Background: an optimization exercise with open tools, aiming at small area. Do not read the settings as production practice.
In this exercise RTL edits were held to simulation tests only and were not proved equivalent to the original.
Power is estimated from default activity; no workload was simulated.

==> inputs of 04-18 <==
// datapath
module datapath (
	input         clk,
	input         rst,
	input  [15:0] Instruction,
	input  [15:0] DataInit,
	input         InitSel,
	output [15:0] ALUOut
);
==> module alu, before the edit <==
module alu(
   input  [15:0] A,      
   input  [15:0] B,      
   input  [2:0]  op,     
   input  [3:0]  imm,    
   output [15:0] Out
   );
   wire        sub = op[0];
   wire [15:0] bx  = B ^ {16{sub}};
   wire [15:0] sum = A + bx + {15'd0, sub};
   wire right = op[1] ^ op[0];           
   wire rot   = op[1] & op[0];           
   wire fill  = op[1] & ~op[0] & A[15];  
   wire [15:0] x0, x1, x2, x3, x4, y;
   genvar i;
   generate
      for (i = 0; i < 16; i = i + 1) begin : g_rev
         assign x0[i] = right ? A[15-i] : A[i];
         assign y[i]  = right ? x4[15-i] : x4[i];
      end
   endgenerate
   function [15:0] stage(input [15:0] x, input en, input integer s,
                         input r, input f);
      integer k;
      begin
         for (k = 0; k < 16; k = k + 1)
            if (!en)
               stage[k] = x[k];
            else if (k >= s)
               stage[k] = x[k-s];
            else
               stage[k] = r ? x[k-s+16] : f;
      end
   endfunction
   assign x1 = stage(x0, imm[0], 1, rot, fill);
   assign x2 = stage(x1, imm[1], 2, rot, fill);
   assign x3 = stage(x2, imm[2], 4, rot, fill);
   assign x4 = stage(x3, imm[3], 8, rot, fill);
   assign Out = op[2]          ? y :
                (op[1:0] == 2'd2) ? (A & B) :
                (op[1:0] == 2'd3) ? (A | B) : sum;
endmodule
==> module Reg_File, before the edit <==
module Reg_File (
	input         Clock,
	input         Reset,
	input         Wen,
	input  [3:0]  RAddr1,
	input  [3:0]  RAddr2,
	input  [3:0]  WAddr,
	input  [15:0] WData,
	output [15:0] RData1,
	output [15:0] RData2
	);
	reg  [15:0] R [1:15];
	reg  [15:1] valid;
	wire [15:1] wsel;
	wire [15:0] rd1 [0:15];
	wire [15:0] rd2 [0:15];
	assign rd1[0] = 16'd0;
	assign rd2[0] = 16'd0;
	genvar i;
	generate
		for (i = 1; i < 16; i = i + 1) begin : g_reg
			assign wsel[i] = Wen & (WAddr == i);
			always @(posedge Clock or negedge Reset)
				if (!Reset)
					valid[i] <= 1'b0;
				else if (wsel[i])
					valid[i] <= 1'b1;
			always @(posedge Clock)
				if (wsel[i])
					R[i] <= WData;
			assign rd1[i] = rd1[i-1] | ({16{valid[i] & (RAddr1 == i)}} & R[i]);
			assign rd2[i] = rd2[i-1] | ({16{valid[i] & (RAddr2 == i)}} & R[i]);
		end
	endgenerate
	assign RData1 = rd1[15];
	assign RData2 = rd2[15];
endmodule
==> flow/config.mk <==
export PLATFORM = sky130hd
export DESIGN_NAME = datapath
export DESIGN_NICKNAME = datapath
export VERILOG_FILES = /design/flow/design.v
export SDC_FILE = /design/flow/constraint.sdc
export NUM_CORES = 4
export LEC_CHECK = 0
export CAP_MARGIN = 20
export CORE_MARGIN = 2
export CORE_UTILIZATION = 40
export PLACE_DENSITY = 0.55
export SLEW_MARGIN = 20
==> flow/constraint.sdc <==
create_clock -name core_clock -period 12.0 [get_ports {clk}]
set_input_delay 2.4000 -clock core_clock [delete_from_list [all_inputs] [get_ports {clk}]]
set_output_delay 2.4000 -clock core_clock [all_outputs]
set_load 0.01 [all_outputs]
standard.sh (not shown) runs the stock make flow with config.mk's settings and CLKGATE_MAP_FILE= SYNTH_SCRIPT=/design/flow/synth_recipe.tcl, a recipe that flattens the netlist after the stock synthesis.
==> flow/flow/run.sh <==
#!/bin/bash
# Standard synthesis, then an area-oriented re-mapping of the combinational
# logic (registers untouched), then the standard layout with smaller port
# buffers and a clock tree without dummy loads.
set -euo pipefail
W=$(pwd)
R=$W/orfs/results/$FLOW_PLATFORM/datapath/base
LIB=$FLOW_HOME/platforms/$FLOW_PLATFORM/lib/sky130_fd_sc_hd__tt_025C_1v80.lib

bash standard.sh synth > $W/flow_synth.log 2>&1

cp $R/1_2_yosys.v $W/std_synth.v
DU=$(grep -o 'sky130_fd_sc_hd__lpflow[a-z0-9_]*\|sky130_fd_sc_hd__probe[a-z0-9_]*' $FLOW_HOME/platforms/$FLOW_PLATFORM/config.mk | sed 's/^/-dont_use /' | tr '\n' ' ')
sed -e "s#LIBFILE#$LIB#g" -e "s#NETIN#$W/std_synth.v#" -e "s#NETOUT#$W/remap.v#" \
    -e "s#TOPNAME#$FLOW_TOP#g" -e "s#ABCSCRIPT#$W/flow/area.abc#" -e "s#DONTUSE#$DU#" \
    flow/remap.ys > $W/remap_run.ys
yosys -s $W/remap_run.ys > $W/remap_yosys.log 2>&1

cp $W/remap.v $R/1_2_yosys.v
rm -f $R/1_synth.odb $R/1_synth.sdc
touch $R/1_2_yosys.sdc

bash standard.sh finish \
  "BUFFER_PORTS_ARGS=-buffer_cell sky130_fd_sc_hd__buf_2" \
  "CTS_ARGS=-sink_clustering_enable -repair_clock_nets -dont_use_dummy_load" \
  > $W/flow_finish.log 2>&1
==> flow/flow/area.abc <==
&get -n; &st; &synch2; &nf -a -R 1000; &put
==> flow/flow/remap.ys <==
# Re-map the combinational logic of the standard synthesis netlist for area.
# Registers are left untouched (same instances, names and cell types).
read_liberty -ignore_miss_func LIBFILE
read_verilog NETIN
hierarchy -top TOPNAME
setattr -mod -set keep_hierarchy 1 sky130_fd_sc_hd__df* sky130_fd_sc_hd__edf* sky130_fd_sc_hd__sdf* sky130_fd_sc_hd__sedf* sky130_fd_sc_hd__dl*
flatten
opt_clean
abc -liberty LIBFILE DONTUSE -script ABCSCRIPT
opt_clean -purge
setundef -zero
splitnets
hilomap -singleton -hicell sky130_fd_sc_hd__conb_1 HI -locell sky130_fd_sc_hd__conb_1 LO
opt_clean -purge
select TOPNAME
stat -liberty LIBFILE
write_verilog -selected -noattr -noexpr -nohex -nodec NETOUT
==> 05-05 (differences from 04-18) <==
--- a/flow/design.v
+++ b/flow/design.v
@@ -5,38 +5,22 @@
    input  [3:0]  imm,    
-   output [15:0] Out
+   output reg [15:0] Out
    );
-   wire        sub = op[0];
-   wire [15:0] bx  = B ^ {16{sub}};
-   wire [15:0] sum = A + bx + {15'd0, sub};
-   wire right = op[1] ^ op[0];           
-   wire rot   = op[1] & op[0];           
-   wire fill  = op[1] & ~op[0] & A[15];  
-   wire [15:0] x0, x1, x2, x3, x4, y;
-   genvar i;
-   generate
-      for (i = 0; i < 16; i = i + 1) begin : g_rev
-         assign x0[i] = right ? A[15-i] : A[i];
-         assign y[i]  = right ? x4[15-i] : x4[i];
-      end
-   endgenerate
-   function [15:0] stage(input [15:0] x, input en, input integer s,
-                         input r, input f);
-      integer k;
-      begin
-         for (k = 0; k < 16; k = k + 1)
-            if (!en)
-               stage[k] = x[k];
-            else if (k >= s)
-               stage[k] = x[k-s];
-            else
-               stage[k] = r ? x[k-s+16] : f;
-      end
-   endfunction
-   assign x1 = stage(x0, imm[0], 1, rot, fill);
-   assign x2 = stage(x1, imm[1], 2, rot, fill);
-   assign x3 = stage(x2, imm[2], 4, rot, fill);
-   assign x4 = stage(x3, imm[3], 8, rot, fill);
-   assign Out = op[2]          ? y :
-                (op[1:0] == 2'd2) ? (A & B) :
-                (op[1:0] == 2'd3) ? (A | B) : sum;
+   reg [31:0] tmp;
+always @(*)
+begin
+   tmp = 32'd0;
+   case(op)
+       3'd0: Out = A + B;
+       3'd1: Out = A - B;
+       3'd2: Out = A & B;
+       3'd3: Out = A | B;
+       3'd4: Out = A << imm;
+       3'd5: Out = A >> imm;
+       3'd6: Out = $signed(A) >>> imm;
+       default: begin
+              tmp = {A, A} << imm;
+              Out = tmp[31:16];
+             end
+   endcase
+end
 endmodule
==> flow/run.sh (new file) <==
#!/bin/bash
# synth_recipe.tcl (not shown) runs the flow's synth.tcl, then flattens the netlist and writes it again
# the make line also repeats each setting of config.mk as NAME=value (left out here)
make -C /OpenROAD-flow-scripts/flow DESIGN_CONFIG=/design/flow/config.mk WORK_HOME=/design/flow/orfs CLKGATE_MAP_FILE= SYNTH_SCRIPT=/design/flow/synth_recipe.tcl finish
removed: flow/flow/run.sh
removed: flow/flow/area.abc
removed: flow/flow/remap.ys
removed: flow/standard.sh
==> 06-11 (differences from 04-18) <==
--- a/flow/design.v
+++ b/flow/design.v
@@ -55,7 +55,3 @@
 	reg  [15:1] valid;
-	wire [15:1] wsel;
-	wire [15:0] rd1 [0:15];
-	wire [15:0] rd2 [0:15];
-	assign rd1[0] = 16'd0;
-	assign rd2[0] = 16'd0;
+	wire [15:1] wsel, s1, s2;
 	genvar i;
@@ -64,2 +60,4 @@
 			assign wsel[i] = Wen & (WAddr == i);
+			assign s1[i]   = valid[i] & (RAddr1 == i);
+			assign s2[i]   = valid[i] & (RAddr2 == i);
 			always @(posedge Clock or negedge Reset)
@@ -72,8 +70,19 @@
 					R[i] <= WData;
-			assign rd1[i] = rd1[i-1] | ({16{valid[i] & (RAddr1 == i)}} & R[i]);
-			assign rd2[i] = rd2[i-1] | ({16{valid[i] & (RAddr2 == i)}} & R[i]);
 		end
 	endgenerate
-	assign RData1 = rd1[15];
-	assign RData2 = rd2[15];
+	function [15:0] rd(input [15:1] s);
+		integer g;
+		reg [15:0] grp;
+		begin
+			rd = 16'd0;
+			for (g = 0; g < 5; g = g + 1) begin
+				grp = ({16{s[3*g+1]}} & R[3*g+1]) |
+				      ({16{s[3*g+2]}} & R[3*g+2]) |
+				      ({16{s[3*g+3]}} & R[3*g+3]);
+				rd = rd | grp;
+			end
+		end
+	endfunction
+	assign RData1 = rd(s1);
+	assign RData2 = rd(s2);
 endmodule
==> flow/flow/run.sh (replaced) <==
#!/bin/bash
# ORFS synthesis with an area-oriented abc script (registers as in the
# standard synthesis), then the standard layout with smaller port buffers
# and a clock tree without dummy loads. Each tool's output goes to its own
# log in this folder (and ORFS's per-step logs under orfs/logs).
set -euo pipefail
W=$(pwd)

bash standard.sh synth \
  SYNTH_SCRIPT=$W/flow/synth.tcl MY_ABC_SCRIPT=$W/flow/area.abc \
  > $W/flow_synth.log 2>&1

bash standard.sh finish \
  "BUFFER_PORTS_ARGS=-buffer_cell sky130_fd_sc_hd__buf_2" \
  "CTS_ARGS=-sink_clustering_enable -repair_clock_nets -dont_use_dummy_load" \
  > $W/flow_finish.log 2>&1
==> flow/flow/synth.tcl (new file) <==
proc synth {args} { yosys synth -nofsm -noshare {*}$args }
proc abc {args} {
  set i [lsearch -exact $args -script]
  if { $i >= 0 && [info exists ::env(MY_ABC_SCRIPT)] } { lset args [expr {$i + 1}] $::env(MY_ABC_SCRIPT) }
  yosys abc {*}$args
}
source $::env(SCRIPTS_DIR)/synth.tcl
# left out here: clear keep_hierarchy, flatten, clean up, hide names made inside functions, write 1_2_yosys.v
removed: flow/flow/remap.ys
==> qor summary <==
Result of the run: 04-18 timing/DRC/antenna clean; 05-05 timing/DRC/antenna clean; 06-11 timing/DRC/antenna clean
Pwr/cell area: 04-18 147 nW/µm²; 05-05 149 nW/µm²; 06-11 155 nW/µm²
Unique cell type count in the Yosys netlist: 04-18 -; 05-05 90; 06-11 38
Post-DP HPWL: 04-18 34,600 µm; 05-05 49,000 µm; 06-11 27,600 µm
Number of synthesized register bits: 04-18 -; 05-05 255; 06-11 255
Multi-input combinational cell count: 04-18 818; 05-05 1,020; 06-11 660
Placement Rows: 04-18 65; 05-05 71; 06-11 64
Flip-flop cell with the highest count after synthesis: 04-18 -; 05-05 sky130_fd_sc_hd__edfxtp_1; 06-11 sky130_fd_sc_hd__edfxtp_1
Buffer and inverter count on the worst path: 04-18 5; 05-05 2; 06-11 3
Adder and majority gate portion of the synthesized area: 04-18 -; 05-05 1.85%; 06-11 1.77%
Most used standard cell by instance count after synthesis: 04-18 -; 05-05 sky130_fd_sc_hd__edfxtp_1; 06-11 sky130_fd_sc_hd__edfxtp_1
Filler cell count in the final layout: 04-18 2,883; 05-05 3,551; 06-11 2,732
M2 GR Usage: 04-18 47.4%; 05-05 52.3%; 06-11 39.1%
Fraction of standard cell area in multi-input logic: 04-18 36.5%; 05-05 42.3%; 06-11 34.8%
Worst endpoint data arrival time: 04-18 8850 ps; 05-05 8860 ps; 06-11 7760 ps
First-pass DRT Iterations: 04-18 6; 05-05 6; 06-11 10
M1 GR Usage: 04-18 41.0%; 05-05 44.5%; 06-11 35.1%
Final cycle utilization of the critical path: 04-18 93.8%; 05-05 93.9%; 06-11 84.6%
Netlist area before placement: 04-18 13,000 µm²; 05-05 15,400 µm²; 06-11 12,400 µm²
Per-cell routed wire length: 04-18 32.0 µm; 05-05 35.5 µm; 06-11 29.6 µm
Signal buf overhead: 04-18 4.37%; 05-05 5.28%; 06-11 2.97%
Die extent in x: 04-18 184 µm; 05-05 200 µm; 06-11 180 µm
Net switching power: 04-18 634 µW; 05-05 871 µW; 06-11 620 µW

[afterwards: timing with drivers on the ports]
The results above use ideal ports. As a check the final layouts listed here were re-extracted and re-timed, cells and wires unchanged.
Step 1 assumes that a clkbuf_16 drives the clock port and a buf_2 every other input.
Step 2 also shifts input and output timing later by t, the mid clock arrival at the registers, as if the neighbouring blocks saw the same clock.
a / b / c = ideal ports / drivers / drivers and shift; a / b = the first two.
run	t (ns)	setup WS [ns]	hold WS [ns]	worst setup path after step 2	latest minus earliest clock arrival (ns)
04-18	0.575	0.748 / 0.717 / 0.717	0.520 / 0.520 / 0.520	input to output	0.035 / 0.034
05-05	0.591	0.736 / 0.712 / 0.712	0.541 / 0.541 / 0.541	input to output	0.021 / 0.021
06-11	0.576	1.844 / 1.807 / 1.807	0.482 / 0.482 / 0.482	input to output	0.029 / 0.029
After both steps setup and hold are still met in every run listed. For 06-11, which loses most, drivers alone change the setup slack by -0.037 ns; drivers and shift together by -0.037 ns.
